Context: an optimization exercise on an open-source flow, tuned for small area and a short achievable clock period. The choices shown serve that exercise and are no tape-out recipe.
Function was not checked in any run shown here: the RTL went through the layout flow alone.

==> flow/design.v (outline; a module is shown in full before it is edited, if it fits) <==
// module ntt_block_radix2_pipelined: 2999 lines
module ntt_block_radix2_pipelined (
    input  logic         clk,
    input  logic         reset,
    input  logic         data_valid_in,
    input  logic         iNTT_mode,
    input  logic [127:0] Data_in,
    output logic [127:0] Data_out,
    output logic         data_valid_out,
    output logic         mode_out
);
  // ...
==> flow/flow/run.sh <==
#!/bin/bash
# Standard ORFS layout with the standard synthesis; only placement/CTS options differ.
set -o pipefail
bash standard.sh  "BUFFER_PORTS_ARGS=-buffer_cell sky130_fd_sc_hd__buf_2" "CTS_CLUSTER_SIZE=30" "CTS_CLUSTER_DIAMETER=150" finish > standard.log 2>&1
==> flow/standard.sh <==
#!/bin/bash
# synth_recipe.tcl (not shown) runs the flow's synth.tcl, then flattens the netlist and writes it again
# the make line also repeats each setting of config.mk as NAME=value (left out here)
make -C /OpenROAD-flow-scripts/flow DESIGN_CONFIG=/design/flow/config.mk WORK_HOME=/design/flow/orfs CLKGATE_MAP_FILE= SYNTH_SCRIPT=/design/flow/synth_recipe.tcl "${@:-finish}"
==> flow/config.mk <==
export PLATFORM = sky130hd
export DESIGN_NAME = ntt_block_radix2_pipelined
export DESIGN_NICKNAME = ntt_block_radix2_pipelined
export VERILOG_FILES = /design/flow/design.v
export SDC_FILE = /design/flow/constraint.sdc
export NUM_CORES = 4
export LEC_CHECK = 0
export CAP_MARGIN = 20
export CORE_MARGIN = 2
export CORE_UTILIZATION = 45
export SLEW_MARGIN = 20
==> flow/constraint.sdc <==
create_clock -name core_clock -period 65.0 [get_ports {clk}]
set_input_delay 13.0000 -clock core_clock [delete_from_list [all_inputs] [get_ports {clk}]]
set_output_delay 13.0000 -clock core_clock [all_outputs]
set_load 0.01 [all_outputs]
==> flow_summary_export.csv, run 1 <==
group,metric,value,unit
outcome,status,"complete, no violations",
route,routed.top_layer,"met4",
grt,track_usage,21.0,%
route,first_pass_iters,4,
final_layout,n_antenna_cell,0,
grt,use_met2,35.1,%
grt,antenna_found_initial,2,
final_layout,seq_area,10800,sq um
sta,slew_viol_final,0,
clock_tree,cts.path.max_buffers,3,
floorplan,num_rows,96,
final_layout,synthToLayoutAreaGrowth,6.78,%
route,num_vias,15977,
final_layout,fin_cells,3575,
final_layout,design.seq.count,537,
route,met3_length,3.43,mm
floorplan,core-area,68700,sq um
clock_tree,ctsHoldBuffers,0,
sta,timing.fmax,0.0709,GHz
route,route.met2.wl,34.6,mm
clock_tree,clk_pin_slew_worst_paths,0.11,ns
final_layout,final_design_area_no_fill,33400,sq um
floorplan,start_util,45.5,%
worst_setup_path,critPathMaxFanout,1,
final_layout,multi_input_area,16600,sq um
route,drt_iter0_drc,792,
final_layout,top_register,"valid_pipe",
==> inputs of run 2 (changes only) <==
==> flow/flow/run.sh (replaced) <==
#!/bin/bash
# Standard ORFS layout with the standard synthesis; only placement/CTS options differ.
set -o pipefail
bash standard.sh  "BUFFER_PORTS_ARGS=-buffer_cell sky130_fd_sc_hd__buf_2" finish > standard.log 2>&1
==> run 2 against run 1 <==
  * Still clean on timing, DRC and antenna
  * Synthesized cell count is the same
  * First-iteration DRC count shrank 12%
  * Utilization grew 2.1 points
==> flow_summary_export.csv, run 2 <==
group,metric,value,unit
route,ant_nets,0,
route,wl_per_cell,20.0,um
synthesis,synth_nets,3447,
grt,antenna_found_initial,2,
sta,tns,0,ns
synthesis,yosysWarnings,1,
worst_setup_path,crit_type,"flip-flop to output port",
synthesis,ys_types,47,
worst_setup_path,timing.rr.end,"r2224",
synthesis,async_flop_share,0.745,%
hold_path,hold-path-cell-count,0,
floorplan,ioPinCount,262,
sta,tightest_slew,1.03,ns
sta,rsz0062_at_grt,"no",
floorplan,dieArea,71600,sq um
worst_setup_path,critPathMaxStageDelay,0.35,ns
worst_setup_path,cp_data_required_time,52.00,ns
synthesis,ys.flop_type,"dfxtp_1",
final_layout,n_antenna_cell,0,
sta,final.setup.worst_slack,50.88,ns
synthesis,yosys.area.top_type,"fa_1",
clock_tree,worst_skew_pair.late_latency,0.65,ns
final_layout,final_common_cell,"inv_1",
route,drt_iter0_drc,698,
placement,numPortBuffers,261,
worst_setup_path,crit_arrival,1.12,ns
worst_setup_path,reg2reg_from,"r1174",
floorplan,core-area,68700,sq um
final_layout,finish.utilization,50.7,%
clock_tree,cts_tree,"yes",
grt,use_met2,35.4,%
synthesis,synth-seq-cells,537,
outcome,status,"complete, no violations",
route,first_pass_iters,6,
sta,relSlewSlack,31.1,%
floorplan,die_h,268,um
grt,grt_pass1_vias,18936,
synthesis,synth_top_area_share,41.7,%
route,wl,73.1,mm
floorplan,start_util,45.5,%
clock_tree,htreeDepth,2,
final_layout,final_cell_mix,"inv_1, fa_1, dfxtp_1",
clock_tree,cts_buffers,57,
worst_setup_path,worstPathCellList,"buf_2",
grt,grt_util_met1,29.3,%
clock_tree,clk_pin_slew_worst_paths,0.06,ns
synthesis,synth_common_cells,"inv_1, fa_1, dfxtp_1, ha_1, buf_4",
final_layout,synthToLayoutAreaGrowth,11.4,%
grt,grt_busiest_layer,"met2",
placement,place.detailed.hpwl,62.5,mm
grt,track_usage,21.5,%
route,viasPerCell,4.46,
worst_setup_path,r2r_slack,51.29,ns
clock_tree,clkSinkCount,537,
worst_setup_path,crit_path_start_kind,"flip-flop",
final_layout,fin_cells,3655,
synthesis,ys_seq_area_share,34.4,%
hold_path,min_path_type,"flip-flop to flip-flop",
floorplan,die_w,268,um
clock_tree,post-cts-setup-buffers,0,
synthesis,synthTopCellsByArea,"fa_1, dfxtp_1, inv_1",
synthesis,synthesis.area,31300,sq um
floorplan,num_rows,96,
synthesis,post-synth-top-count-cell,"inv_1",
worst_setup_path,worst-path-buf-inv,1,
grt,grt.overflow.total,0,
grt,use_met3,3.55,%
route,drc,0,
worst_setup_path,crit_path_end_kind,"output port",
worst_setup_path,reg2regPathDepth,35,
sta,skew,0.0341,ns
sta,hold_violations,0,
final_layout,drive_gt1_share,13.8,%
job,drv_cap,0,
worst_setup_path,critPathMaxFanout,1,
grt,grt_max_degree,35,
synthesis,synth_edf_count,0,
hold_path,hold_path_end,"r2800",
final_layout,top_register,"valid_pipe",
placement,place_worst_setup_slack,51.14,ns
placement,numPlacedInstances,3548,
sta,period_share,21.7,%
clock_tree,cts.path.max_buffers,3,
synthesis,synth.avg_cell_area,12.6,sq um
sta,setup_viol,0,
sta,post-route-min-period,14.12,ns
route,num_vias,16286,
sta,slew_viol_final,0,
final_layout,nets,3635,
clock_tree,ctsHoldBuffers,0,
worst_setup_path,slowest_stage,"dfrtp_1",
synthesis,synthCells,2488,
final_layout,largest_reg_flops,4,
hold_path,hp-start,"r2799",
clock_tree,cts_root_buf,"clkbuf_16",
clock_tree,cts.repair.resized,0,
grt,grt_pass1_wl,112,mm
worst_setup_path,crit_family,"flip-flops",
sta,timing.fmax,0.0708,GHz
placement,place.gp.congestion,0.944,
-- run 2: cell counts after synthesis --
Identical to the previous run, type by type.
-- run 2: layout make-up --
cell class                      instances  area, sq um
Clock buffer                           68         1550
Clock inverter                         39          499
Fill cell                            6060        33900
Inverter                              764         2870
Multi-Input combinational cell       1049        16600
Sequential cell                       537        10800
Tap cell                              931         1160
Timing Repair Buffer                  267         1350
-- run 2: layer usage --
metal	routed length (um)	share of wire, %
met5	0	0
met4	2120	2.9
met3	3620	5.0
met2	34900	48
met1	32500	44
-- run 2: how the worst max path moves through the flow --
| stage | slack [ns] | cells after the start | endpoint | from |
|---|---|---|---|---|
| floorplan | 51.60 | 1 | Data_out[0] | r2671 |
| global placement | 51.42 | 35 | r2224 | r1174 |
| detailed placement | 51.14 | 35 | r2224 | r1174 |
| CTS | 50.84 | 1 | data_valid_out | valid_pipe[3] |
| global route | 50.75 | 55 | r2487 | r507 |
| finish | 50.88 | 1 | data_valid_out | valid_pipe[3] |
-- run 2: logic make-up after synthesis --
family / share of synthesized area, %
buffers and inverters: 12.4
AND/OR/NAND/NOR: 2.19
XOR/XNOR: 1.48
multiplexers: 0.0720
flip-flops: 34.4
AO/OA/AOI/OAI: 0.640
adder cells (fa/ha/maj): 48.7
-- run 2: through the flow --
step,instance area (sq um),hold slack (ns)
after floorplan,31300,0.310
after global placement,32800,0.338
after detailed placement,32800,0.335
after CTS,34800,0.352
after global routing,34800,0.350
final,34800,0.339

port drivers added, routing unchanged:
How much do the figures lean on ideal ports? The routed layouts below were timed once more, with nothing changed but the port constraints. Step 1 (the two cells are an assumption about what drives the block):
set clk [get_ports {clk}]
set_driving_cell -lib_cell sky130_fd_sc_hd__clkbuf_16 $clk
set_driving_cell -lib_cell sky130_fd_sc_hd__buf_2 [delete_from_list [all_inputs] $clk]
Step 2 moves the port delays by t, midway between the first and last clock arrival at a register: inputs arrive t later, outputs are due t later. That takes back most of the time a late clock gives input paths. Slacks: no drivers / after step 1 / after step 2; pairs: no drivers / after step 1.
run	t (ns)	setup WS [ns]	worst setup path after step 2	slew at the worst register clock pin (ns)
run 1	0.645	50.905 / 50.845 / 51.263	register to register	0.12 / 0.12
run 2	0.692	50.881 / 50.821 / 51.290	register to register	0.07 / 0.07
After both steps every run listed still meets setup and hold.
